From an optimization exercise on the open Yosys and OpenROAD flow, aimed at small area, a short achievable clock period and few clock cycles per item; shortcuts taken in it are not production practice.
Where RTL was checked, it was by simulation tests only, not by an equivalence proof against the original.
Function not checked in runs 4 to 7: the RTL went through the layout flow alone.

`design.v`:
```
`timescale 1ns / 1ps
module divider#(
  parameter WIDTH    = 32,
  parameter CACHING  =  0,  
  parameter INIT_VLD =  0  
)(
  input clk, 
  input rst, 
  input start, 
  input      [WIDTH-1:0] dividend, 
  input      [WIDTH-1:0] divisor, 
  output reg [WIDTH-1:0] quotient, 
  output     [WIDTH-1:0] remainder, 
  output reg zeroErr, 
  output valid
);
  localparam IDLE = 0,
             PREP = 1,
             CALC = 2;
  reg [1:0] state;
  reg [WIDTH-1:0] dividendOp; 
  reg [WIDTH  :0] divisorOp; 
  localparam C_WIDTH = $clog2(WIDTH)+1;
  reg [C_WIDTH-1:0] shiftCounter;
  always@(posedge clk) begin
    if(state == IDLE) begin
      shiftCounter <= 0;
    end case(state)
      PREP: shiftCounter <= shiftCounter+1;
      CALC: shiftCounter <= shiftCounter-1;
    endcase
  end
  wire zeroDivide = divisor == 0;
  wire useCache;  
  wire startCalculation = !zeroDivide && start && !(CACHING && useCache);
  wire subtract  = {1'b0,dividendOp} >= divisorOp && state == CALC;
  wire stopShift = dividendOp < (divisorOp<<1);
  generate  
    if(INIT_VLD) begin
      assign valid = state == IDLE && !start;
    end else begin
      reg valid_en;
      assign valid = valid_en && !start && state == IDLE;
      always@(posedge clk) begin
        if(rst) begin
          valid_en <= 0;
        end else begin
          valid_en <= valid_en || start;
        end
      end
    end
  endgenerate
  always@(posedge clk) begin
    if(rst) begin
      zeroErr <= 0;
    end else begin
      zeroErr <= start && state == IDLE ? zeroDivide : zeroErr;
    end
  end
  always@(posedge clk) begin
    if(startCalculation) begin
      divisorOp <= divisor;
    end else case(state)
      PREP: divisorOp <= divisorOp<<1;
      CALC: divisorOp <= divisorOp>>1;
    endcase
  end
  always@(posedge clk) begin
    if(startCalculation) begin
      dividendOp <= dividend;
    end else begin
      dividendOp <= subtract ? dividendOp-divisorOp : dividendOp; 
    end
  end
  always@(posedge clk) begin
    if(state == PREP) begin
      quotient <= 0;
    end else begin
      quotient <= state == CALC ? (quotient<<1) | subtract : quotient;
    end
  end
  assign remainder = dividendOp;
  always@(posedge clk) begin
    if(rst) begin
      state <= IDLE;
    end else case(state)
      IDLE: state <=  startCalculation ? PREP : state;
      PREP: state <=         stopShift ? CALC : state;
      CALC: state <= shiftCounter == 0 ? IDLE : state;
    endcase
  end
  generate  
    if(CACHING) begin
      reg [WIDTH-1:0] dividend_cached, divisor_cached;
      assign useCache = (dividend == dividend_cached) && (divisor == divisor_cached);
      always@(posedge clk) begin
        if (rst) begin
          dividend_cached <= 0;
          divisor_cached  <= 0;
        end else begin
          dividend_cached <= startCalculation && state == IDLE ? dividend : dividend_cached;
          divisor_cached  <= startCalculation && state == IDLE ? divisor  :  divisor_cached;
        end
      end
    end
  endgenerate
endmodule
```
`run.sh`:
```
#!/bin/bash
# synth_recipe.tcl (not shown) runs the flow's synth.tcl, then flattens the netlist and writes it again
# the make line also repeats each setting of config.mk as NAME=value (left out here)
make -C /OpenROAD-flow-scripts/flow DESIGN_CONFIG=/design/flow/config.mk WORK_HOME=/design/flow/orfs CLKGATE_MAP_FILE= SYNTH_SCRIPT=/design/flow/synth_recipe.tcl finish
```
`config.mk`:
```
export PLATFORM = sky130hd
export DESIGN_NAME = divider
export DESIGN_NICKNAME = divider
export VERILOG_FILES = /design/flow/design.v
export SDC_FILE = /design/flow/constraint.sdc
export NUM_CORES = 4
export LEC_CHECK = 0
export CAP_MARGIN = 20
export CORE_MARGIN = 2
export CORE_UTILIZATION = 40
export SLEW_MARGIN = 20
```
`constraint.sdc`:
```
create_clock -name core_clock -period 5.0 [get_ports {clk}]
set_input_delay 1.0000 -clock core_clock [delete_from_list [all_inputs] [get_ports {clk}]]
set_output_delay 1.0000 -clock core_clock [all_outputs]
set_load 0.01 [all_outputs]
```
==> impl_metrics.yaml, run 1 <==
run_status:
  status: "no timing/DRC/antenna violations"
detailed_routing:
  first_iter_violations: 259
  vias: 6046
  antenna_left: 0
  first_pass_iters: 5
  wl_mm: 19.65
  drc: 0
  wl_per_cell_um: 17.44
  via_per_inst: 5.365
logic_synthesis:
  synth_cells: 774
  synth_largest_area_cell: "edfxtp_1"
  synth_flop_cell: "edfxtp_1"
  synthSimpleGateAreaFrac: 0.1495
  ys.warnings.count: 2
  synth_compound_area_frac: 0.1702
  synth_area_mm2: 0.007254
  synth_edf_count: 70
  synthDistinctLibCells: 63
  synth_nets: 913
  synth-seq-area-share: 0.3919
  avgSynthCellArea_um2: 9.373
  netlist.area_leader.share: 0.2898
  synthAdderAreaFrac: 0.1263
  synth_async_sr_flop_share: 0
  synth_xor_area_frac: 0.03139
  ys_ff_latch: 107
  synth_top_family_by_area: "compound AO/OA/AOI/OAI gates"
  synth_area_leaders: "edfxtp_1 (29%), ha_1 (12%), dfxtp_1 (10%), mux2i_1 (8.7%), a21oi_1 (5.8%)"
  synthMuxAreaShare: 0.08848
global_routing:
  grt_pass1_vias: 5863
  grt_max_degree: 57
  grt_util_all_layers: 0.1995
  overflow: 0
  antenna_found_initial: 0
  grt_pass1_wl_mm: 30.93
clock_tree:
  clock_latency_ns: 0.35
  cts_buffers: 9
  clk_pin_slew_ns: 0.08
  cts_tree: "built"
  cts_hold_buf: 0
  htree_levels: 3
  cts-root-buf: "clkbuf_16"
  clockBufferDepth: 2
  ctsResizeCount: 0
  cts_setup_buffers: 0
  numClockSinks: 107
final_layout:
  final_cell_mix: "clkdlybuf4s50_1 (132), nor2_1 (105), a21oi_1 (84)"
  syn2layout_area_growth_pct: 25.92
  fin_nets: 1032
  n_antenna_cell: 0
  fin_util: 0.5103
  layout_commonest_cell: "clkdlybuf4s50_1"
  instances_no_fill: 1127
  drive_gt1_frac: 0.04566
sta:
  rsz0062_at_grt: "no"
  fin_skew_ns: 0.009169
  slew_headroom: 0.4990
  slew_viol_final: 0
  whs_ns: 0.4753
  fmax_ghz: 0.2952
  finalCriticalPeriod_ns: 3.388
  period_share: 0.6776
  setup_viol: 0
  tightest_slew_ns: 0.7515
  tns_ns: 0
  hold_viol: 0
floorplan:
  core_mm2: 0.01790
  top_level_ports: 133
  rows: 49
  start_util: 0.4052
  die_area_mm2: 0.01923
  die_x_um: 138.7
  fp.dieH_um: 138.7
worst_setup_path:
  crit_arrival_ns: 3.44
  critical_path_class: "reg2reg"
  crit_fanout: 21
  worstSetupEndpointType: "register"
  critical_path.startpoint_type: "register"
  worstPathRequired_ns: 5.06
worst_hold_path:
  hp-class: "reg2reg"
placement:
  port_buffers: 132
  gp_congestion: 0.8673
  dp_hpwl_mm: 14.89
  placedCellCount: 1110
run:
  cap_violations: 0
-- cell type report --
cell class              instances  area [µm²]
inverters                      49       183.9
clock inverters                 4       27.53
multi-input cells             587        4143
repair buffers                139        1394
fillers                      1709        8767
flip-flops and latches        107        2843
clock buffers                  12       257.7
well taps                     229       286.5
-- kinds of logic (layout without fill, tap and decap cells) --
group / after synthesis / after routing
adder cells (fa/ha/maj): 72 / 72
multiplexers: 64 / 64
AO/OA/AOI/OAI: 192 / 192
XOR/XNOR: 26 / 26
flip-flops: 107 / 107
AND/OR/NAND/NOR: 233 / 233
buffers and inverters: 80 / 204
-- per-layer routing --
metal  routed length [µm]  vias up  global-route usage
met5                    0        -                   0
met4                  232        0             0.05210
met3                 1028       17             0.03798
met2                 8780      159              0.3174
met1                 9609     2816              0.2810
li1                     -     3054                   -
-- critical path, cell delays in order (launching register included) --
cell and delay [ns]:
edfxtp_1 0.43, inv_1 0.12, ha_1 0.31, nor2b_1 0.16, o2111ai_1 0.14, a21oi_1 0.25
o21bai_1 0.17, a31oi_2 0.41, a31o_1 0.28, a21oi_1 0.12, o21ai_4 0.45, buf_16 0.24
-- synthesized netlist by cell type, drive strengths merged (7+ instances only) --
master  count
edfxtp     70
nor2b       8
nand3       9
a21o       32
mux2i      63
nor4       12
xnor2      12
nand4      13
o21ai      23
dfxtp      37
clkbuf     24
nand2      43
ha         70
a211oi      8
inv        49
nor2      105
a31oi       8
a21oi      85
xor2       14
and2        8
buf         7
and3        7
-- flip-flops by register name (all words and copies together) (netlist names) --
name / count
genblk1.valid_en: 1
state: 2
divisorOp: 33
shiftCounter: 6
zeroErr: 1
quotient: 32
dividendOp: 32
-- metrics by stage --
stage          area, µm²  worst slack, ns
2_1_floorplan       7254           0.2053
3_3_place_gp        8822            1.353
3_5_place_dp        8822            1.324
4_1_cts             9107            1.314
5_1_grt             9135            1.403
6_report            9135            1.612
-- path summary, 6_finish.rpt --
kind                               startpoint                     endpoint  slack, ns  depth (start not counted)
setup reg to reg       divisorOp[1]$_DFFE_PP_     dividendOp[18]$_DFFE_PP_       1.61                         11
hold / removal    genblk1.valid_en$_SDFF_PP0_  genblk1.valid_en$_SDFF_PP0_       0.48                          2
hold reg to reg   genblk1.valid_en$_SDFF_PP0_  genblk1.valid_en$_SDFF_PP0_       0.48                          2
setup / recovery       divisorOp[1]$_DFFE_PP_     dividendOp[18]$_DFFE_PP_       1.61                         11
Testbench counts, summed over its fixed seeds: cycles 50,286, items 3,200.
==> inputs of run 2 (changes only) <==
==> design.v (replaced) <==
`timescale 1ns / 1ps
module divider#(
  parameter WIDTH    = 32,
  parameter CACHING  =  0,
  parameter INIT_VLD =  0
)(
  input clk,
  input rst,
  input start,
  input      [WIDTH-1:0] dividend,
  input      [WIDTH-1:0] divisor,
  output reg [WIDTH-1:0] quotient,
  output     [WIDTH-1:0] remainder,
  output reg zeroErr,
  output valid
);
  reg [31:0] rem;
  reg [31:0] dsr;
  reg [4:0]  cnt;
  reg        busy;
  reg        vld;
  wire [5:0] za;
  wire [5:0] zb;
  divider_lzc32 u_lza (.x(dividend), .z(za));
  divider_lzc32 u_lzb (.x(divisor), .z(zb));
  wire [6:0] sdiff = {1'b0, zb} - {1'b0, za};    
  wire       shorter = sdiff[6];                  
  wire       zeroDivide = zb[5];
  wire       quick = shorter | zeroDivide;
  wire [4:0] s = sdiff[4:0];
  wire [32:0] diff = {1'b0, rem} - {1'b0, dsr};
  wire        ge = ~diff[32];
  wire        last = cnt == 5'd0;
  assign remainder = rem;
  assign valid = vld;
  always @(posedge clk) begin
    if (rst) begin
      busy <= 1'b0;
      vld  <= 1'b0;
    end else if (start) begin
      busy <= ~quick;
      vld  <= quick;
    end else if (busy && last) begin
      busy <= 1'b0;
      vld  <= 1'b1;
    end
  end
  always @(posedge clk) begin
    if (start) begin
      rem      <= dividend;
      quotient <= 32'd0;
      dsr      <= divisor << s;
      cnt      <= s;
      zeroErr  <= zeroDivide;
    end else begin
      if (busy) begin
        if (ge) rem <= diff[31:0];
        quotient <= {quotient[30:0], ge};
      end
      dsr <= dsr >> 1;
      cnt <= cnt - 5'd1;
    end
  end
endmodule
module divider_lzc32 (
  input  [31:0] x,
  output [5:0]  z
);
  wire [15:0] v0;
  wire [15:0] z0;
  wire [7:0]  v1;
  wire [15:0] z1;
  wire [3:0]  v2;
  wire [11:0] z2;
  wire [1:0]  v3;
  wire [7:0]  z3;
  genvar i;
  generate
    for (i = 0; i < 16; i = i + 1) begin : l0
      assign v0[i] = x[2*i+1] | x[2*i];
      assign z0[i] = ~x[2*i+1];
    end
    for (i = 0; i < 8; i = i + 1) begin : l1
      assign v1[i] = v0[2*i+1] | v0[2*i];
      assign z1[2*i+1:2*i] = v0[2*i+1] ? {1'b0, z0[2*i+1]} : {1'b1, z0[2*i]};
    end
    for (i = 0; i < 4; i = i + 1) begin : l2
      assign v2[i] = v1[2*i+1] | v1[2*i];
      assign z2[3*i+2:3*i] = v1[2*i+1] ? {1'b0, z1[4*i+3:4*i+2]} : {1'b1, z1[4*i+1:4*i]};
    end
    for (i = 0; i < 2; i = i + 1) begin : l3
      assign v3[i] = v2[2*i+1] | v2[2*i];
      assign z3[4*i+3:4*i] = v2[2*i+1] ? {1'b0, z2[6*i+5:6*i+3]} : {1'b1, z2[6*i+2:6*i]};
    end
  endgenerate
  wire [4:0] z4 = v3[1] ? {1'b0, z3[7:4]} : {1'b1, z3[3:0]};
  assign z = (v3[1] | v3[0]) ? {1'b0, z4} : 6'd32;
endmodule
==> flow/run.sh (new file) <==
#!/bin/bash
set -euo pipefail
bash standard.sh "BUFFER_PORTS_ARGS=-buffer_cell sky130_fd_sc_hd__buf_1" finish > make_finish.log 2>&1
==> standard.sh (new file) <==
#!/bin/bash
# synth_recipe.tcl (not shown) runs the flow's synth.tcl, then flattens the netlist and writes it again
# the make line also repeats each setting of config.mk as NAME=value (left out here)
make -C /OpenROAD-flow-scripts/flow DESIGN_CONFIG=/design/flow/config.mk WORK_HOME=/design/flow/orfs CLKGATE_MAP_FILE= SYNTH_SCRIPT=/design/flow/synth_recipe.tcl "${@:-finish}"
removed: run.sh
==> impl_metrics.yaml, run 2 <==
worst_setup_path:
  worst-path-buf-inv: 4
  cpLargestDelayFamily: "compound AO/OA/AOI/OAI gates"
  crit_chain: "buf_1 -> nor2_1 -> nand4_1 -> nor4_1 -> o21ai_0 -> a211oi_1 -> o311ai_0 -> buf_4 -> fa_1 -> buf_4 -> xnor2_2 -> buf_4 -> o31ai_1 -> o21ai_0 -> o21ai_0"
  slowest_stage: "o31ai_1"
  r2r_end: "rem[15]$_DFFE_PP_"
  r2r_start: "rem[0]$_DFFE_PP_"
  crit_arrival_ns: 5.12
  worstPathRequired_ns: 5.29
  slowest_delay_ns: 0.65
  crit_fanout: 11
  worstSetupEndpointType: "register"
  r2r_slack_ns: 0.91
  worst-r2r-cell-count: 16
  critical_path.startpoint_type: "primary input"
  critical_path_class: "in2reg"
floorplan:
  core_mm2: 0.01815
  die_area_mm2: 0.01976
  fp.dieH_um: 140.6
  rows: 49
  start_util: 0.4111
  top_level_ports: 133
  die_x_um: 140.6
placement:
  gp_congestion: 0.9556
  dp_hpwl_mm: 17.31
  port_buffers: 132
  place_ws_ns: -0.07145
final_layout:
  fin_nets: 1101
  final_cell_mix: "buf_1 (131), nand2_1 (84), nor2_1 (77)"
  top_regs: "dsr x32, quotient x32, rem x32"
  layout_commonest_cell: "buf_1"
  regArea_mm2: 0.002414
  fin_util: 0.4813
  drive_gt1_frac: 0.09729
  multi_input_area_mm2: 0.004676
  syn2layout_area_growth_pct: 17.07
  n_antenna_cell: 0
  fillerInstances: 1801
detailed_routing:
  first_iter_violations: 623
  vias: 7011
  wl_mm: 21.76
  wl_per_cell_um: 17.75
  antenna_left: 0
  first_pass_iters: 7
  via_per_inst: 5.719
  drc: 0
sta:
  fmax_ghz: 0.2072
  slew_viol_final: 0
  finalCriticalPeriod_ns: 4.826
  slew_headroom: 0.3546
  tightest_slew_ns: 0.9681
  hold_viol: 0
  whs_ns: 0.4700
  setup_viol: 0
  fin_skew_ns: 0.006733
  rsz0062_at_grt: "no"
  tns_ns: 0
  period_share: 0.9652
  fin_ws_ns: 0.1741
logic_synthesis:
  synth_edf_count: 33
  synth_flop_cell: "dfxtp_1"
  synth-seq-area-share: 0.3233
  synthDistinctLibCells: 56
  synth_async_sr_flop_share: 0
  ys.warnings.count: 1
  yosysMostFrequentCell: "nand2_1"
  ys_top_cells_by_count: "nand2_1 (84), nor2_1 (77), dfxtp_1 (71)"
  synth_largest_area_cell: "dfxtp_1"
  avgSynthCellArea_um2: 8.819
  netlist.area_leader.share: 0.1905
  synth_area_leaders: "dfxtp_1 (19%), edfxtp_1 (13%), mux4_2 (8.2%), mux2i_1 (7.2%), ha_1 (6.7%)"
  ys_ff_latch: 104
  synth_area_mm2: 0.007461
  synth_nets: 955
  synth_cells: 846
clock_tree:
  cts_hold_buf: 0
  numClockSinks: 104
  cts_setup_buffers: 0
  clockBufferDepth: 2
  cts_buffers: 9
  htree_levels: 3
  clk_pin_slew_ns: 0.08
  cts-root-buf: "clkbuf_16"
  clock_latency_ns: 0.36
  cts_tree: "built"
  ctsResizeCount: 0
worst_hold_path:
  hold_end: "cnt[0]$_DFF_P_"
  hp-class: "reg2reg"
  holdPathStages: 1
  holdCritStartpoint: "cnt[0]$_DFF_P_"
global_routing:
  grt_pass1_vias: 6516
  grt_util_all_layers: 0.2213
  grt_pass1_wl_mm: 34.68
  antenna_found_initial: 0
  grt_max_degree: 74
  overflow: 0
run:
  cap_violations: 0
run_status:
  status: "no timing/DRC/antenna violations"
-- run 2: area by class of cell --
class | instances | area share
Sequential cell | 104 | 0.2763
Multi-Input combinational cell | 641 | 0.5353
Timing Repair Buffer | 172 | 0.09297
Tap cell | 229 | 0.03280
Clock inverter | 7 | 0.009311
Inverter | 64 | 0.02750
Clock buffer | 9 | 0.02578
-- run 2: layer usage --
metal | vias up | GRT usage | routed length, µm
met3 | 44 | 0.02785 | 1291
met2 | 262 | 0.3509 | 9769
li1 | 3420 | - | -
met4 | 0 | 0.07684 | 543
met1 | 3285 | 0.3136 | 10150
met5 | - | 0 | 0
-- run 2: how the worst max path moves through the flow --
stage                     slack [ns]               to          from  cells after the start
after global placement         -0.15  dsr[24]$_DFF_P_  dividend[22]                     15
final                           0.17  dsr[28]$_DFF_P_  dividend[23]                     15
after CTS                       0.28  dsr[28]$_DFF_P_  dividend[21]                     15
after detailed placement       -0.07  dsr[28]$_DFF_P_  dividend[21]                     15
after floorplan                 0.46  dsr[18]$_DFF_P_    divisor[6]                     13
after global routing           0.007  dsr[28]$_DFF_P_  dividend[21]                     15
-- run 2: cells by family after synthesis --
group / Yosys count / share of synthesized area
and+or+nand+nor: 245 / 0.1484
AOI/OAI and AO/OA: 238 / 0.2053
DFF: 104 / 0.3233
buffers and inverters: 101 / 0.05299
muxes: 84 / 0.1600
adders and majority gates: 42 / 0.07245
xor gates and xnor gates: 32 / 0.03757
-- run 2: metrics by stage --
stage | cell area (µm²) | cells
after floorplan | 7461 | 846
final | 8735 | 1226
after detailed placement | 8428 | 1210
after global routing | 8735 | 1226
after CTS | 8735 | 1226
after global placement | 8428 | 1210
Testbench counts of run 2, summed over its fixed seeds: cycles 24,253, items 3,200.
==> inputs of run 3 (changes only) <==
==> run.sh (new file) <==
#!/bin/bash
# synth_recipe.tcl (not shown) runs the flow's synth.tcl, then flattens the netlist and writes it again
# the make line also repeats each setting of config.mk as NAME=value (left out here)
make -C /OpenROAD-flow-scripts/flow DESIGN_CONFIG=/design/flow/config.mk WORK_HOME=/design/flow/orfs CLKGATE_MAP_FILE= SYNTH_SCRIPT=/design/flow/synth_recipe.tcl finish
removed: flow/run.sh
removed: standard.sh
==> impl_metrics.yaml, run 3 <==
clock_tree:
  cts-root-buf: "clkbuf_16"
  cts_setup_buffers: 0
  cts_hold_buf: 0
  cts_buffers: 9
  cts_tree: "built"
  clock_latency_ns: 0.36
  htree_levels: 3
  clockBufferDepth: 2
  numClockSinks: 104
  clk_pin_slew_ns: 0.08
logic_synthesis:
  synth_area_leaders: "dfxtp_1 (19%), edfxtp_1 (13%), mux4_2 (8.2%), mux2i_1 (7.2%), ha_1 (6.7%)"
  netlist.area_leader.share: 0.1905
  ys_ff_latch: 104
  synth_edf_count: 33
  synth_flop_cell: "dfxtp_1"
  ys_top_cells_by_count: "nand2_1 (84), nor2_1 (77), dfxtp_1 (71)"
  ys.warnings.count: 1
  synth_async_sr_flop_share: 0
  avgSynthCellArea_um2: 8.819
  synth-seq-area-share: 0.3233
  synth_area_mm2: 0.007461
  synth_cells: 846
  yosysMostFrequentCell: "nand2_1"
  synth_largest_area_cell: "dfxtp_1"
  synth_nets: 955
  synthDistinctLibCells: 56
run_status:
  status: "no timing/DRC/antenna violations"
sta:
  rsz0062_at_grt: "no"
  hold_viol: 0
  setup_viol: 0
  slew_headroom: 0.3409
  tightest_slew_ns: 0.9886
  period_share: 0.9415
  fmax_ghz: 0.2124
  slew_viol_final: 0
  fin_skew_ns: 0.009764
  finalCriticalPeriod_ns: 4.708
floorplan:
  die_area_mm2: 0.01976
  die_x_um: 140.6
  core_mm2: 0.01815
  top_level_ports: 133
  fp.dieH_um: 140.6
  rows: 49
  start_util: 0.4111
detailed_routing:
  via_per_inst: 5.476
  first_iter_violations: 316
  wl_mm: 22.62
  antenna_left: 0
  vias: 7207
  drc: 0
  wl_per_cell_um: 17.19
  first_pass_iters: 6
final_layout:
  top_regs: "dsr x32, quotient x32, rem x32"
  final_cell_mix: "clkdlybuf4s50_1 (131), buf_4 (128), nand2_1 (84)"
  n_antenna_cell: 0
  drive_gt1_frac: 0.1730
  layout_commonest_cell: "clkdlybuf4s50_1"
  fillerInstances: 1736
  fin_area_mm2: 0.01024
  fin_nets: 1191
  syn2layout_area_growth_pct: 37.20
worst_setup_path:
  worstPathRequired_ns: 5.24
  crit_arrival_ns: 4.95
  slowest_stage: "clkdlybuf4s50_1"
  crit_chain: "clkdlybuf4s50_1 -> nor4_1 -> o31ai_1 -> a21oi_1 -> o31ai_1 -> o211ai_1 -> inv_1 -> ha_1 -> inv_1 -> fa_1 -> xnor2_2 -> buf_4 -> mux2i_1 -> nor2_1 -> or3_1"
  critical_path_class: "in2reg"
  crit_fanout: 10
  slowest_delay_ns: 0.54
  critical_path.startpoint_type: "primary input"
  worstSetupEndpointType: "register"
run:
  cap_violations: 0
global_routing:
  grt_pass1_vias: 6821
  antenna_found_initial: 0
  grt_util_all_layers: 0.2292
  grt_max_degree: 72
  overflow: 0
  grt_pass1_wl_mm: 36.16
placement:
  dp_hpwl_mm: 18.22
  port_buffers: 132
  place_area_mm2: 0.009948
  gp_congestion: 0.9200
worst_hold_path:
  hp-class: "reg2reg"
run 3: cell types whose count changed in the layout (fill, tap and decap cells not counted), sizes merged:
| cell | delta |
|---|---|
| buf | -40 |
| clkdlybuf4s50 | +131 |
| clkinv | -2 |
| inv | +1 |
run 3: cell type report:
class                   instances  area [µm²]  share of cell area
multi-input cells             641        4687              0.4579
well taps                     229       286.5             0.02799
inverters                      64       240.2             0.02347
flip-flops and latches        104        2414              0.2358
repair buffers                262        2332              0.2278
clock inverters                 6       47.55            0.004645
clock buffers                  10       229.0             0.02237
run 3: routing by layer:
| layer | global-route usage | wire [µm] | vias to the layer above |
|---|---|---|---|
| met3 | 0.02106 | 1043 | 32 |
| met2 | 0.3873 | 10600 | 209 |
| met4 | 0.07158 | 482 | 0 |
| li1 | - | - | 3600 |
| met5 | 0 | 0 | - |
| met1 | 0.3132 | 10500 | 3366 |
run 3: cells by family (layout without fill, tap and decap cells):
group | after synthesis | in the layout | synth area share
buffers and inverters | 101 | 342 | 0.05299
flip-flops | 104 | 104 | 0.3233
adder cells (fa/ha/maj) | 42 | 42 | 0.07245
AO/OA/AOI/OAI | 238 | 238 | 0.2053
multiplexers | 84 | 84 | 0.1600
XOR/XNOR | 32 | 32 | 0.03757
AND/OR/NAND/NOR | 245 | 245 | 0.1484
run 3: per-stage QoR:
stage / TNS, ns / std cells / utilization / worst slack, ns / hold slack (ns)
after detailed placement: -0.2140 / 1300 / 0.5482 / -0.06007 / 0.4670
final: 0 / 1316 / 0.5641 / 0.2923 / 0.4752
after global placement: -0.09492 / 1300 / 0.5482 / -0.03207 / 0.4563
after CTS: 0 / 1316 / 0.5634 / 0.2753 / 0.4833
after global routing: 0 / 1316 / 0.5641 / 0.04465 / 0.4972
after floorplan: 0 / 846 / - / 0.4573 / 0.4347
run 3: repair_timing:
| item | CTS | global route |
|---|---|---|
| gates resized for setup | 0 | 2 |
| hold endpoints to repair | 0 | 0 |
| setup endpoints to repair | 0 | 1 |
run 3: critical path, delay by kind of cell:
family / cells / cell delay [ns]
buf+inv: 4 / 1.03
xor+xnor: 1 / 0.48
mux: 1 / 0.35
fa+ha+maj: 2 / 0.59
simple gates: 3 / 0.49
compound gates: 4 / 1.01
run 3: final timing paths:
kind,start,to,slack (ns),cells past startpoint
worst max-delay path,dividend[2],dsr[25]$_DFF_P_,0.29,15
worst min-delay path,cnt[0]$_DFF_P_,cnt[0]$_DFF_P_,0.48,1
worst max register to register,rem[0]$_DFFE_PP_,rem[17]$_DFFE_PP_,0.97,16
worst min register to register,cnt[0]$_DFF_P_,cnt[0]$_DFF_P_,0.48,1
==> inputs of run 4 (changes only) <==
--- a/design.v
+++ b/design.v
@@ -17,6 +17,7 @@
   reg [31:0] rem;
   reg [31:0] dsr;
   reg [4:0]  cnt;
+  reg        align;
   reg        busy;
   reg        vld;
   wire [5:0] za;
@@ -27,7 +28,6 @@
   wire       shorter = sdiff[6];                  
   wire       zeroDivide = zb[5];
   wire       quick = shorter | zeroDivide;
-  wire [4:0] s = sdiff[4:0];
   wire [32:0] diff = {1'b0, rem} - {1'b0, dsr};
   wire        ge = ~diff[32];
   wire        last = cnt == 5'd0;
@@ -35,11 +35,16 @@
   assign valid = vld;
   always @(posedge clk) begin
     if (rst) begin
-      busy <= 1'b0;
-      vld  <= 1'b0;
+      align <= 1'b0;
+      busy  <= 1'b0;
+      vld   <= 1'b0;
     end else if (start) begin
-      busy <= ~quick;
-      vld  <= quick;
+      align <= ~quick;
+      busy  <= 1'b0;
+      vld   <= quick;
+    end else if (align) begin
+      align <= 1'b0;
+      busy  <= 1'b1;
     end else if (busy && last) begin
       busy <= 1'b0;
       vld  <= 1'b1;
@@ -49,9 +54,11 @@
     if (start) begin
       rem      <= dividend;
       quotient <= 32'd0;
-      dsr      <= divisor << s;
-      cnt      <= s;
+      dsr      <= divisor;
+      cnt      <= sdiff[4:0];
       zeroErr  <= zeroDivide;
+    end else if (align) begin
+      dsr      <= dsr << cnt;
     end else begin
       if (busy) begin
         if (ge) rem <= diff[31:0];
==> flow/run.sh (new file) <==
#!/bin/bash
set -euo pipefail
bash standard.sh "BUFFER_PORTS_ARGS=-buffer_cell sky130_fd_sc_hd__buf_1" finish > make_finish.log 2>&1
==> standard.sh (new file) <==
#!/bin/bash
# synth_recipe.tcl (not shown) runs the flow's synth.tcl, then flattens the netlist and writes it again
# the make line also repeats each setting of config.mk as NAME=value (left out here)
make -C /OpenROAD-flow-scripts/flow DESIGN_CONFIG=/design/flow/config.mk WORK_HOME=/design/flow/orfs CLKGATE_MAP_FILE= SYNTH_SCRIPT=/design/flow/synth_recipe.tcl "${@:-finish}"
--- a/config.mk
+++ b/config.mk
@@ -5,7 +5,9 @@
 export SDC_FILE = /design/flow/constraint.sdc
 export NUM_CORES = 4
 export LEC_CHECK = 0
+export ABC_CLOCK_PERIOD_IN_PS = 2000
 export CAP_MARGIN = 20
 export CORE_MARGIN = 2
 export CORE_UTILIZATION = 40
+export SETUP_SLACK_MARGIN = 2.8
 export SLEW_MARGIN = 20
removed: run.sh
==> impl_metrics.yaml, run 4 <==
run_status:
  status: "no timing/DRC/antenna violations"
detailed_routing:
  vias: 8838
  first_pass_iters: 5
  drc: 0
  via_per_inst: 5.838
  antenna_left: 0
  first_iter_violations: 779
  wl_mm: 30.65
  wl_per_cell_um: 20.24
sta:
  tightest_slew_ns: 0.9904
  hold_viol: 0
  fin_skew_ns: 0.01446
  tns_ns: 0
  setup_viol: 0
  rsz0062_at_grt: "yes"
  slew_headroom: 0.3390
  fmax_ghz: 0.3012
  slew_viol_final: 0
  finalCriticalPeriod_ns: 3.320
  period_share: 0.6640
final_layout:
  fin_area_mm2: 0.01201
  n_antenna_cell: 0
  fin_util: 0.5767
  top_regs: "dsr x32, quotient x32, rem x32"
  layout_commonest_cell: "nand2_1"
  fillerInstances: 1827
  drive_gt1_frac: 0.3487
  syn2layout_area_growth_pct: 43.00
  final_cell_mix: "nand2_1 (159), buf_1 (118), buf_4 (82)"
  fin_nets: 1343
worst_hold_path:
  holdCritStartpoint: "quotient[31]$_SDFFE_PP0P_"
  hp-class: "reg2reg"
  holdPathStages: 2
  hold_end: "quotient[31]$_SDFFE_PP0P_"
logic_synthesis:
  synthDistinctLibCells: 74
  ys.warnings.count: 1
  synth_largest_area_cell: "dfxtp_1"
  synth_xor_area_frac: 0.03129
  synth_async_sr_flop_share: 0
  synthMuxAreaShare: 0.1261
  synth_nets: 1134
  synth-seq-area-share: 0.2980
  synth_compound_area_frac: 0.2396
  synth_cells: 1025
  netlist.area_leader.share: 0.1550
  ys_ff_latch: 105
  yosysMostFrequentCell: "nand2_1"
  synthAdderAreaFrac: 0.06437
  synth_flop_cell: "dfxtp_1"
  ys_top_cells_by_count: "nand2_1 (172), a21oi_1 (99), nor2_1 (87)"
  synthSimpleGateAreaFrac: 0.1803
  synth_area_leaders: "dfxtp_1 (15%), edfxtp_1 (14%), nand2_1 (7.7%), ha_1 (6.0%), a21oi_1 (5.9%)"
  synth_area_mm2: 0.008397
  synth_edf_count: 40
  synth_top_family_by_area: "compound AO/OA/AOI/OAI gates"
  avgSynthCellArea_um2: 8.192
global_routing:
  grt_pass1_wl_mm: 45.16
  grt_pass1_vias: 8158
  antenna_found_initial: 0
  grt_max_degree: 88
  overflow: 0
  grt_util_all_layers: 0.2615
worst_setup_path:
  slowest_delay_ns: 0.36
  worst-r2r-cell-count: 13
  critical_path_class: "in2reg"
  worstPathRequired_ns: 5.09
  r2r_start: "rem[0]$_DFFE_PP_"
  r2r_end: "rem[14]$_DFFE_PP_"
  critical_path.startpoint_type: "primary input"
  worstSetupEndpointType: "register"
  slowest_stage: "a2111o_1"
  crit_chain: "buf_6 -> nor2_4 -> o31ai_4 -> a211oi_2 -> nor3_2 -> nor4_2 -> o41ai_2 -> buf_4 -> a2111o_1 -> ha_1 -> a21o_1 -> a21oi_2 -> xor2_1 -> a21oi_1"
  crit_fanout: 4
  crit_arrival_ns: 3.41
  r2r_slack_ns: 2.16
floorplan:
  start_util: 0.4033
  die_x_um: 148.9
  die_area_mm2: 0.02217
  core_mm2: 0.02082
  rows: 53
  fp.dieH_um: 148.9
  top_level_ports: 133
placement:
  dp_hpwl_mm: 20.27
  port_buffers: 132
  place_area_mm2: 0.009354
  gp_congestion: 0.9148
clock_tree:
  cts_hold_buf: 0
  cts_buffers: 9
  htree_levels: 3
  clockBufferDepth: 2
  cts-root-buf: "clkbuf_16"
  clock_latency_ns: 0.37
  cts_tree: "built"
  numClockSinks: 105
  clk_pin_slew_ns: 0.08
run:
  cap_violations: 0
## run 4: changes by cell type after synthesis, sizes merged, moves of 7 or more
| cell | previous run | this run |
|---|---|---|
| edfxtp | 33 | 40 |
| clkbuf | 26 | 33 |
| o21ai | 59 | 91 |
| mux2i | 55 | 21 |
| nand3 | 15 | 8 |
| mux2 | 2 | 18 |
| o211ai | 2 | 9 |
| o31ai | 15 | 6 |
| nor2 | 77 | 87 |
| nand2 | 84 | 172 |
| a21oi | 61 | 102 |
| buf | 11 | 24 |
## run 4: worst max-delay path, delay by kind of cell
family | cells | cell delay [ns]
adder cells (fa/ha/maj) | 1 | 0.28
AND/OR/NAND/NOR | 3 | 0.43
XOR/XNOR | 1 | 0.15
buffers and inverters | 2 | 0.27
AO/OA/AOI/OAI | 7 | 1.26
## run 4: kinds of logic after synthesis
group / count (synthesis)
flops: 105
mux: 66
xor+xnor: 30
fa+ha+maj: 42
buf+inv: 115
simple gates: 349
compound gates: 318
## run 4: final cells by class
type / instances / area [µm²] / share of cell area
Multi-Input combinational cell: 806 / 6819 / 0.5679
Clock inverter: 7 / 70.07 / 0.005835
Timing Repair Buffer: 254 / 1750 / 0.1458
Clock buffer: 9 / 225.2 / 0.01876
Tap cell: 275 / 344.1 / 0.02865
Sequential cell: 105 / 2576 / 0.2145
Inverter: 58 / 222.7 / 0.01855
## run 4: how the worst max path moves through the flow
stage,startpoint,to
after floorplan,dividend[3],vld$_SDFFE_PP0P_
after global routing,dividend[7],cnt[3]$_DFFE_PP_
final,dividend[3],cnt[3]$_DFFE_PP_
after global placement,dividend[7],vld$_SDFFE_PP0P_
after detailed placement,dividend[7],vld$_SDFFE_PP0P_
after CTS,dividend[7],vld$_SDFFE_PP0P_
## run 4: metal layers
layer,global-route usage,vias up,routed length (µm)
li1,-,4157,-
met4,0.08429,0,955
met1,0.3467,4271,12860
met2,0.4357,350,14890
met3,0.04373,60,1939
met5,0,-,0
## run 4: repair_timing
action,CTS,global route
setup endpoints to repair,129,98
gates cloned,4,1
buffers inserted,72,36
pin swaps,68,62
gates resized for setup,242,135
## run 4: stage by stage
stage / cells / hold slack, ns / setup slack (ns)
floorplan: 1025 / 0.4805 / 1.789
global placement: 1385 / 0.4431 / 1.055
detailed placement: 1385 / 0.4556 / 1.040
CTS: 1477 / 0.4684 / 1.661
global route: 1514 / 0.4818 / 1.605
finish: 1514 / 0.4676 / 1.680
==> inputs of run 5 (changes only) <==
--- a/config.mk
+++ b/config.mk
@@ -5,9 +5,9 @@
 export SDC_FILE = /design/flow/constraint.sdc
 export NUM_CORES = 4
 export LEC_CHECK = 0
-export ABC_CLOCK_PERIOD_IN_PS = 2000
+export ABC_CLOCK_PERIOD_IN_PS = 2500
 export CAP_MARGIN = 20
 export CORE_MARGIN = 2
 export CORE_UTILIZATION = 40
-export SETUP_SLACK_MARGIN = 2.8
+export SETUP_SLACK_MARGIN = 2.3
 export SLEW_MARGIN = 20
==> impl_metrics.yaml, run 5 <==
sta:
  fmax_ghz: 0.3184
  slew_viol_final: 0
  rsz0062_at_grt: "yes"
  slew_headroom: 0.5426
  finalCriticalPeriod_ns: 3.141
  whs_ns: 0.4637
  setup_viol: 0
  tightest_slew_ns: 0.6860
  period_share: 0.6281
  hold_viol: 0
  tns_ns: 0
  fin_skew_ns: 0.01384
worst_hold_path:
  hp-class: "reg2reg"
  holdPathStages: 2
worst_setup_path:
  crit_arrival_ns: 3.24
  worst-r2r-cell-count: 12
  critical_path_class: "in2reg"
  crit_path_end: "cnt[2]$_DFFE_PP_"
  r2r_end: "rem[5]$_DFFE_PP_"
  r2r_slack_ns: 2.20
  r2r_start: "rem[0]$_DFFE_PP_"
  crit_start: "dividend[3]"
  crit_fanout: 4
  worstSetupEndpointType: "register"
  worstPathRequired_ns: 5.09
  critical_path.startpoint_type: "primary input"
placement:
  gp_congestion: 0.9090
  port_buffers: 132
  place_area_mm2: 0.009178
  placedCellCount: 1386
  dp_hpwl_mm: 20.37
clock_tree:
  clockBufferDepth: 2
  cts_hold_buf: 0
  cts-root-buf: "clkbuf_16"
  cts_buffers: 9
  htree_levels: 3
  cts_tree: "built"
  clk_pin_slew_ns: 0.08
  numClockSinks: 105
  clock_latency_ns: 0.36
logic_synthesis:
  netlist.area_leader.share: 0.1550
  synth_nets: 1134
  synth_area_leaders: "dfxtp_1 (15%), edfxtp_1 (14%), nand2_1 (7.7%), ha_1 (6.0%), a21oi_1 (5.9%)"
  synth_area_mm2: 0.008397
  synthDistinctLibCells: 74
  synth_cells: 1025
  ys_top_cells_by_count: "nand2_1 (172), a21oi_1 (99), nor2_1 (87)"
  ys_ff_latch: 105
  synth_largest_area_cell: "dfxtp_1"
  ys.warnings.count: 1
  synth_async_sr_flop_share: 0
  yosysMostFrequentCell: "nand2_1"
  synth_flop_cell: "dfxtp_1"
  synth-seq-area-share: 0.2980
  synth_edf_count: 40
  avgSynthCellArea_um2: 8.192
final_layout:
  fin_area_mm2: 0.01034
  drive_gt1_frac: 0.1997
  syn2layout_area_growth_pct: 23.11
  instances_no_fill: 1437
  final_cell_mix: "nand2_1 (168), buf_1 (123), a21oi_1 (86)"
  fin_util: 0.4965
  top_regs: "dsr x32, quotient x32, rem x32"
  fin_nets: 1266
  layout_commonest_cell: "nand2_1"
  n_antenna_cell: 0
detailed_routing:
  antenna_left: 0
  first_iter_violations: 761
  wl_per_cell_um: 19.27
  first_pass_iters: 5
  via_per_inst: 5.732
  vias: 8237
  wl_mm: 27.69
  drc: 0
global_routing:
  overflow: 0
  grt_max_degree: 78
  grt_pass1_vias: 7700
  antenna_found_initial: 0
  grt_pass1_wl_mm: 42.10
  grt_util_all_layers: 0.2441
floorplan:
  start_util: 0.4033
  top_level_ports: 133
  rows: 53
  core_mm2: 0.02082
  die_x_um: 148.9
  fp.dieH_um: 148.9
  die_area_mm2: 0.02217
run:
  cap_violations: 0
run_status:
  status: "no timing/DRC/antenna violations"
-- run 5: cell counts after synthesis --
No cell type changed its count.
-- run 5: cells by family (layout without fill, tap and decap cells) --
logic type / Yosys count / after routing / share of synthesized area
mux: 66 / 66 / 0.1261
fa+ha+maj: 42 / 42 / 0.06437
compound gates: 318 / 318 / 0.2396
simple gates: 349 / 351 / 0.1803
flops: 105 / 105 / 0.2980
xor+xnor: 30 / 30 / 0.03129
buf+inv: 115 / 250 / 0.06035
-- run 5: per-stage QoR --
stage	setup slack, ns
after floorplan	1.789
after global placement	1.220
after detailed placement	1.132
after CTS	1.672
after global routing	1.692
final	1.859
-- run 5: worst min-delay path by stage --
| stage | from | to | slack (ns) |
|---|---|---|---|
| after floorplan | quotient[31]$_SDFFE_PP0P_ | quotient[31]$_SDFFE_PP0P_ | 0.48 |
| after global placement | quotient[31]$_SDFFE_PP0P_ | quotient[31]$_SDFFE_PP0P_ | 0.44 |
| after detailed placement | quotient[31]$_SDFFE_PP0P_ | quotient[31]$_SDFFE_PP0P_ | 0.45 |
| after CTS | quotient[31]$_SDFFE_PP0P_ | quotient[31]$_SDFFE_PP0P_ | 0.46 |
| after global routing | quotient[14]$_SDFFE_PP0P_ | quotient[15]$_SDFFE_PP0P_ | 0.49 |
| final | quotient[31]$_SDFFE_PP0P_ | quotient[31]$_SDFFE_PP0P_ | 0.46 |
-- run 5: final cells by class --
class	count	area (µm²)
flip-flops and latches	105	2527
multi-input cells	807	6015
well taps	275	344.1
fillers	2047	10490
inverters	58	217.7
clock inverters	7	81.33
repair buffers	176	927.1
clock buffers	9	225.2
-- run 5: layer usage --
| layer | vias to the layer above | track usage | part of all wire |
|---|---|---|---|
| met2 | 283 | 0.4090 | 0.49 |
| met1 | 3922 | 0.3328 | 0.44 |
| li1 | 4003 | - | - |
| met5 | - | 0 | 0 |
| met4 | 0 | 0.06333 | 0.015 |
| met3 | 29 | 0.03272 | 0.051 |
-- run 5: what timing repair did --
| item | 4_1_cts | 5_1_grt |
|---|---|---|
| buffers inserted | 19 | 14 |
| resized for setup | 59 | 84 |
| hold endpoints to repair | 0 | 0 |
| pin swaps | 27 | 34 |
| endpoints found under the setup margin | 51 | 60 |
| cloned | 2 | 0 |
-- run 5: critical path: stages --
cell       delay, ns
buf_2           0.13
nor4_1          0.43
nand4_1         0.30
nor3_2          0.40
a2111oi_4       0.10
fa_2            0.38
buf_4           0.15
buf_6           0.10
xnor2_1         0.12
nand2_1         0.06
o21ai_1         0.06
==> inputs of run 6 (changes only) <==
--- a/design.v
+++ b/design.v
@@ -17,6 +17,7 @@
   reg [31:0] rem;
   reg [31:0] dsr;
   reg [4:0]  cnt;
+  reg [4:0]  zbr;
   reg        align;
   reg        busy;
   reg        vld;
@@ -24,10 +25,12 @@
   wire [5:0] zb;
   divider_lzc32 u_lza (.x(dividend), .z(za));
   divider_lzc32 u_lzb (.x(divisor), .z(zb));
-  wire [6:0] sdiff = {1'b0, zb} - {1'b0, za};    
-  wire       shorter = sdiff[6];                  
-  wire       zeroDivide = zb[5];
+  wire [31:0] sa;                                 
+  divider_smear32 u_sa (.x(dividend), .s(sa));
+  wire       zeroDivide = ~|divisor;
+  wire       shorter = |(divisor & ~sa);          
   wire       quick = shorter | zeroDivide;
+  wire [4:0] s = zbr - cnt;                       
   wire [32:0] diff = {1'b0, rem} - {1'b0, dsr};
   wire        ge = ~diff[32];
   wire        last = cnt == 5'd0;
@@ -55,10 +58,12 @@
       rem      <= dividend;
       quotient <= 32'd0;
       dsr      <= divisor;
-      cnt      <= sdiff[4:0];
+      cnt      <= za[4:0];
+      zbr      <= zb[4:0];
       zeroErr  <= zeroDivide;
     end else if (align) begin
-      dsr      <= dsr << cnt;
+      dsr      <= dsr << s;
+      cnt      <= s;
     end else begin
       if (busy) begin
         if (ge) rem <= diff[31:0];
@@ -103,3 +108,14 @@
   wire [4:0] z4 = v3[1] ? {1'b0, z3[7:4]} : {1'b1, z3[3:0]};
   assign z = (v3[1] | v3[0]) ? {1'b0, z4} : 6'd32;
 endmodule
+module divider_smear32 (
+  input  [31:0] x,
+  output [31:0] s
+);
+  wire [31:0] p0 = x;
+  wire [31:0] p1 = p0 | {1'b0, p0[31:1]};
+  wire [31:0] p2 = p1 | {2'b0, p1[31:2]};
+  wire [31:0] p3 = p2 | {4'b0, p2[31:4]};
+  wire [31:0] p4 = p3 | {8'b0, p3[31:8]};
+  assign s = p4 | {16'b0, p4[31:16]};
+endmodule
==> impl_metrics.yaml, run 6 <==
final_layout:
  n_antenna_cell: 0
  multi_input_area_mm2: 0.006429
  fin_area_mm2: 0.01139
  fin_util: 0.5419
  fin_nets: 1376
  instances_no_fill: 1549
  top_regs: "dsr x32, quotient x32, rem x32"
  layout_commonest_cell: "nand2_1"
  regArea_mm2: 0.002639
  syn2layout_area_growth_pct: 33.09
  drive_gt1_frac: 0.2645
  fillerInstances: 1937
  final_cell_mix: "nand2_1 (180), buf_1 (102), a21oi_1 (90)"
global_routing:
  met2_usage: 0.4355
  grt_util_all_layers: 0.2821
  grt_max_degree: 68
  grt_pass1_vias: 8608
  overflow: 0
  groute.layer.met1.usage: 0.4025
  grtUsageMet3: 0.03364
  grt-busiest-layer: "met2"
  antenna_found_initial: 0
  grt_pass1_wl_mm: 48.77
worst_setup_path:
  crit_fanout: 8
  worstPathRequired_ns: 5.09
  slowest_delay_ns: 0.38
  worstSetupEndpointType: "register"
  critical_path.startpoint_type: "register"
  slowest_stage: "fa_2"
  crit_chain: "inv_1 -> ha_2 -> fa_2 -> nor2b_4 -> o2111ai_4 -> a21oi_2 -> a211oi_4 -> buf_6 -> a221oi_4 -> a41oi_2 -> buf_4 -> a21oi_4 -> buf_12 -> buf_16"
  critical_path_class: "reg2reg"
  worst-r2r-cell-count: 14
  crit_arrival_ns: 3.15
clock_tree:
  clk_pin_slew_ns: 0.08
  htree_levels: 3
  clock_latency_ns: 0.37
  cts_tree: "built"
  clockBufferDepth: 2
  numClockSinks: 110
  cts_hold_buf: 0
  cts-root-buf: "clkbuf_16"
  cts_buffers: 9
sta:
  hold_viol: 0
  fin_skew_ns: 0.01053
  tightest_slew_ns: 0.9382
  fmax_ghz: 0.3271
  period_share: 0.6115
  finalCriticalPeriod_ns: 3.057
  slew_headroom: 0.3739
  tns_ns: 0
  rsz0062_at_grt: "yes"
  setup_viol: 0
  slew_viol_final: 0
floorplan:
  rows: 53
  top_level_ports: 133
  die_x_um: 150.3
  core_mm2: 0.02102
  die_area_mm2: 0.02258
  start_util: 0.4072
  fp.dieH_um: 150.3
placement:
  gp_congestion: 0.9891
  place_area_mm2: 0.009324
  placedCellCount: 1453
  port_buffers: 132
  dp_hpwl_mm: 22.85
logic_synthesis:
  ys_ff_latch: 110
  avgSynthCellArea_um2: 7.874
  synth_edf_count: 40
  netlist.area_leader.share: 0.1637
  synth_area_leaders: "dfxtp_1 (16%), edfxtp_1 (14%), nand2_1 (8.3%), a21oi_1 (6.2%), ha_1 (5.6%)"
  synth-seq-area-share: 0.3040
  synth_nets: 1194
  ys_top_cells_by_count: "nand2_1 (189), a21oi_1 (106), nor2_1 (95)"
  synth_async_sr_flop_share: 0
  synth_largest_area_cell: "dfxtp_1"
  synth_flop_cell: "dfxtp_1"
  synth_cells: 1087
  ys.warnings.count: 1
  synth_area_mm2: 0.008559
  yosysMostFrequentCell: "nand2_1"
  synthDistinctLibCells: 76
detailed_routing:
  first_iter_violations: 963
  drc: 0
  wl_mm: 32.33
  first_pass_iters: 8
  via_per_inst: 5.972
  wl_per_cell_um: 20.87
  vias: 9250
  antenna_left: 0
worst_hold_path:
  holdPathStages: 2
  hp-class: "reg2reg"
run:
  cap_violations: 0
run_status:
  status: "no timing/DRC/antenna violations"
-- run 6: cell types whose count changed in the layout (fill, tap and decap cells not counted), moves of 11 or more --
cell / change
o21ai_1: +15
buf_1: -21
mux2i_2: +14
a21o_1: +15
buf_4: +30
nand2_1: +12
buf_6: +13
mux2_2: -14
o21ai_0: -29
nand3_1: +11
clkbuf_2: +19
-- run 6: worst paths after layout --
| check | from | to | slack [ns] |
|---|---|---|---|
| worst max register to register | rem[0]$_DFFE_PP_ | rem[22]$_DFFE_PP_ | 1.94 |
| worst min register to register | quotient[31]$_SDFFE_PP0P_ | quotient[31]$_SDFFE_PP0P_ | 0.46 |
| worst max-delay path | rem[0]$_DFFE_PP_ | rem[22]$_DFFE_PP_ | 1.94 |
| worst min-delay path | quotient[31]$_SDFFE_PP0P_ | quotient[31]$_SDFFE_PP0P_ | 0.46 |
-- run 6: layout make-up --
cell class	count	share of cell area
Multi-Input combinational cell	858	0.5643
Timing Repair Buffer	225	0.1277
Sequential cell	110	0.2316
Inverter	65	0.02142
Tap cell	275	0.03020
Clock buffer	10	0.02010
Clock inverter	6	0.004613
-- run 6: worst max-delay path: cells and delay by family, from the launching register on --
family	cells	cell delay, ns
compound gates	6	1.03
buf+inv	5	0.65
fa+ha+maj	2	0.57
flops	1	0.36
simple gates	1	0.16
-- run 6: through the flow --
step / hold slack (ns) / setup slack (ns)
CTS: 0.4604 / 1.997
floorplan: 0.4805 / 2.035
global placement: 0.4421 / 1.500
finish: 0.4610 / 1.943
detailed placement: 0.4485 / 1.389
global route: 0.4840 / 1.876
-- run 6: logic make-up (layout without fill, tap and decap cells) --
| family | after synthesis | in the layout | share of synthesized area |
|---|---|---|---|
| compound gates | 340 | 341 | 0.2524 |
| xor+xnor | 37 | 37 | 0.03874 |
| simple gates | 382 | 382 | 0.1976 |
| fa+ha+maj | 40 | 40 | 0.06023 |
| flops | 110 | 110 | 0.3040 |
| buf+inv | 120 | 306 | 0.05642 |
| mux | 58 | 58 | 0.09048 |
-- run 6: per-layer routing --
| layer | part of all wire | vias to the layer above | routed length (µm) |
|---|---|---|---|
| met1 | 0.43 | 4401 | 13880 |
| met2 | 0.45 | 476 | 14700 |
| met4 | 0.031 | 0 | 992 |
| met5 | 0 | - | 0 |
| li1 | - | 4308 | - |
| met3 | 0.085 | 65 | 2755 |
-- run 6: what timing repair did --
item,4_1_cts,5_1_grt
gates cloned,3,0
pin swaps,40,61
buffers inserted,51,26
endpoints found under the setup margin,86,86
gates resized for setup,138,161
==> inputs of run 7 (changes only) <==
--- a/design.v
+++ b/design.v
@@ -31,9 +31,13 @@
   wire       shorter = |(divisor & ~sa);          
   wire       quick = shorter | zeroDivide;
   wire [4:0] s = zbr - cnt;                       
-  wire [32:0] diff = {1'b0, rem} - {1'b0, dsr};
-  wire        ge = ~diff[32];
-  wire        last = cnt == 5'd0;
+  wire [32:0] diff1 = {1'b0, rem} - {1'b0, dsr};
+  wire [32:0] diff2 = {1'b0, rem} - {2'b0, dsr[31:1]};
+  wire        ge1 = ~diff1[32];
+  wire        ge2 = ~diff2[32];
+  wire        k0 = cnt == 5'd0;
+  wire        two = ~ge1 & ~k0;
+  wire        last = k0 | (cnt == 5'd1 & ~ge1);
   assign remainder = rem;
   assign valid = vld;
   always @(posedge clk) begin
@@ -66,11 +70,22 @@
       cnt      <= s;
     end else begin
       if (busy) begin
-        if (ge) rem <= diff[31:0];
-        quotient <= {quotient[30:0], ge};
+        if (ge1)
+          rem <= diff1[31:0];
+        else if (two && ge2)
+          rem <= diff2[31:0];
+        if (two)
+          quotient <= {quotient[29:0], 1'b0, ge2};
+        else
+          quotient <= {quotient[30:0], ge1};
       end
-      dsr <= dsr >> 1;
-      cnt <= cnt - 5'd1;
+      if (two) begin
+        dsr <= dsr >> 2;
+        cnt <= cnt - 5'd2;
+      end else begin
+        dsr <= dsr >> 1;
+        cnt <= cnt - 5'd1;
+      end
     end
   end
 endmodule
==> impl_metrics.yaml, run 7 <==
run_status:
  status: "no timing/DRC/antenna violations"
detailed_routing:
  antenna_left: 0
  wl_mm: 47.04
  first_iter_violations: 1427
  drc: 0
  first_pass_iters: 5
  wl_per_cell_um: 23.43
  vias: 12630
  via_per_inst: 6.287
floorplan:
  fp.dieH_um: 170.7
  die_x_um: 170.7
  die_area_mm2: 0.02913
  start_util: 0.4033
  core_mm2: 0.02755
  rows: 61
  top_level_ports: 133
worst_setup_path:
  worstSetupEndpointType: "register"
  worstPathRequired_ns: 5.11
  crit_arrival_ns: 3.36
  slowest_stage: "edfxtp_1"
  r2r_start: "rem[2]$_DFFE_PP_"
  critical_path_class: "reg2reg"
  slowest_delay_ns: 0.46
  crit_chain: "ha_1 -> and2b_1 -> o31a_1 -> buf_6 -> o2111a_1 -> o211ai_1 -> a31o_2 -> o21ai_0 -> a21oi_1 -> xor2_1 -> a221oi_2"
  crit_start: "rem[2]$_DFFE_PP_"
  critical_path.startpoint_type: "register"
  crit_fanout: 4
logic_synthesis:
  synth_area_leaders: "dfxtp_1 (12%), edfxtp_1 (11%), ha_1 (8.0%), a21oi_1 (6.8%), nand2_1 (5.4%)"
  synth_edf_count: 41
  synth_area_mm2: 0.01111
  synth_flop_cell: "dfxtp_1"
  synthDistinctLibCells: 77
  synth_nets: 1589
  ys_top_cells_by_count: "nand2_1 (160), a21oi_1 (151), nor2_1 (135)"
  avgSynthCellArea_um2: 7.675
  synth_cells: 1448
  ys_ff_latch: 110
  yosysMostFrequentCell: "nand2_1"
  ys.warnings.count: 1
  synth_async_sr_flop_share: 0
  synth-seq-area-share: 0.2351
  synth_largest_area_cell: "dfxtp_1"
  netlist.area_leader.share: 0.1243
worst_hold_path:
  hp-class: "reg2reg"
  holdCritStartpoint: "quotient[4]$_SDFFE_PP0P_"
clock_tree:
  clockBufferDepth: 2
  cts_buffers: 9
  clock_latency_ns: 0.39
  cts_tree: "built"
  cts-root-buf: "clkbuf_16"
  htree_levels: 3
  cts_hold_buf: 0
  numClockSinks: 110
  clk_pin_slew_ns: 0.10
final_layout:
  final_cell_mix: "buf_1 (129), nand2_1 (127), nor2_1 (121)"
  fin_nets: 1766
  fin_area_mm2: 0.01517
  fillerInstances: 2530
  syn2layout_area_growth_pct: 36.47
  drive_gt1_frac: 0.2877
  top_regs: "dsr x32, quotient x32, rem x32"
  n_antenna_cell: 0
  layout_commonest_cell: "buf_1"
sta:
  tns_ns: 0
  finalCriticalPeriod_ns: 3.252
  tightest_slew_ns: 1.082
  period_share: 0.6503
  slew_headroom: 0.2767
  hold_viol: 0
  fin_skew_ns: 0.01847
  fmax_ghz: 0.3075
  rsz0062_at_grt: "yes"
  slew_viol_final: 0
  fin_ws_ns: 1.748
  setup_viol: 0
run:
  cap_violations: 0
placement:
  gp_congestion: 0.9724
  dp_hpwl_mm: 32.23
  place_ws_ns: 1.028
  port_buffers: 132
  place_area_mm2: 0.01196
global_routing:
  overflow: 0
  grt_pass1_vias: 11400
  grt_max_degree: 65
  antenna_found_initial: 1
  grt_pass1_wl_mm: 66.83
  grt_util_all_layers: 0.3013
run 7: cell types whose count changed after synthesis, moves of 29 or more:
cell and delta:
a21oi_1 +45, nor3_1 +41, nor2_1 +40, ha_1 +33, nand2_1 -29, a211oi_1 +29
run 7: final timing paths:
check                             endpoint  slack [ns]  cells after the start
setup reg to reg         rem[26]$_DFFE_PP_        1.75                     11
setup / recovery         rem[26]$_DFFE_PP_        1.75                     11
hold / removal    quotient[6]$_SDFFE_PP0P_        0.50                      2
hold reg to reg   quotient[6]$_SDFFE_PP0P_        0.50                      2
run 7: through the flow:
step | utilization | hold slack, ns | std cells
floorplan | - | 0.4831 | 1448
global placement | 0.4339 | 0.4859 | 1883
detailed placement | 0.4339 | 0.4944 | 1883
CTS | 0.4896 | 0.4993 | 1956
global route | 0.5504 | 0.5326 | 2008
finish | 0.5504 | 0.5028 | 2008
run 7: timing repair:
item / 4_1_cts / 5_1_grt
pin swaps: 40 / 119
setup endpoints to repair: 140 / 142
cloned: 11 / 9
gates resized for setup: 162 / 264
buffers inserted: 46 / 43
run 7: per-layer routing:
layer / vias to the layer above / GRT usage / wire length [µm]
li1: 5773 / - / -
met1: 6129 / 0.4038 / 19600
met2: 623 / 0.4807 / 21370
met3: 98 / 0.06130 / 4294
met4: 2 / 0.1067 / 1765
met5: - / 0 / 10
run 7: layout make-up:
class / instances / area (µm²) / share of cell area
well taps: 378 / 473.0 / 0.03119
clock buffers: 9 / 225.2 / 0.01485
repair buffers: 248 / 1849 / 0.1219
flip-flops and latches: 110 / 2644 / 0.1743
inverters: 77 / 296.5 / 0.01955
clock inverters: 7 / 101.3 / 0.006683
multi-input cells: 1179 / 9577 / 0.6315
run 7: worst max-delay path: cells and delay by family, from the launching register on:
family	cells	cell delay (ns)
AO/OA/AOI/OAI	7	1.57
flip-flops	1	0.46
adder cells (fa/ha/maj)	1	0.37
XOR/XNOR	1	0.22
AND/OR/NAND/NOR	1	0.19
buffers and inverters	1	0.15
run 7: logic make-up after synthesis:
kind of cell / Yosys count / synth area share
adder cells (fa/ha/maj): 74 / 0.08534
XOR/XNOR: 58 / 0.04571
flip-flops: 110 / 0.2351
multiplexers: 63 / 0.07678
AND/OR/NAND/NOR: 472 / 0.1929
buffers and inverters: 169 / 0.06564
AO/OA/AOI/OAI: 502 / 0.2986

## port drivers added, routing unchanged
No port has a modelled driver above. Below, the same layouts with a new extraction and two added sets of constraints. Step 1 (the two cells are an assumption about what drives the block):
set clk [get_ports {clk}]
set_driving_cell -lib_cell sky130_fd_sc_hd__clkbuf_16 $clk
set_driving_cell -lib_cell sky130_fd_sc_hd__buf_2 [delete_from_list [all_inputs] $clk]
Step 2 moves the port delays by t, midway between the first and last clock arrival at a register: inputs arrive t later, outputs are due t later. That takes back most of the time a late clock gives input paths. a / b / c = ideal / step 1 / step 2; a / b = the first two.
run | t, ns | setup WS [ns] | hold WS [ns] | latest minus earliest clock arrival (ns) | cell pins on the clock port's net
run 1 | 0.390 | 1.612 / 1.612 / 1.319 | 0.475 / 0.475 / 0.475 | 0.009 / 0.009 | 1
run 2 | 0.401 | 0.174 / 0.194 / -0.207 | 0.470 / 0.470 / 0.470 | 0.008 / 0.008 | 1
run 3 | 0.394 | 0.292 / 0.300 / -0.094 | 0.475 / 0.475 / 0.475 | 0.011 / 0.010 | 1
run 4 | 0.404 | 1.680 / 1.686 / 1.282 | 0.468 / 0.468 / 0.468 | 0.014 / 0.014 | 1
run 5 | 0.400 | 1.859 / 1.870 / 1.470 | 0.464 / 0.464 / 0.464 | 0.014 / 0.014 | 1
run 6 | 0.412 | 1.943 / 1.943 / 1.721 | 0.461 / 0.461 / 0.461 | 0.010 / 0.010 | 1
run 7 | 0.430 | 1.748 / 1.748 / 1.495 | 0.503 / 0.503 / 0.503 | 0.018 / 0.019 | 1
With both steps, setup timing fails in run 2 and run 3, where it was met with ideal ports. The setup slack of run 4, which loses most, moves by +0.006 ns with the drivers and by -0.398 ns with both steps.
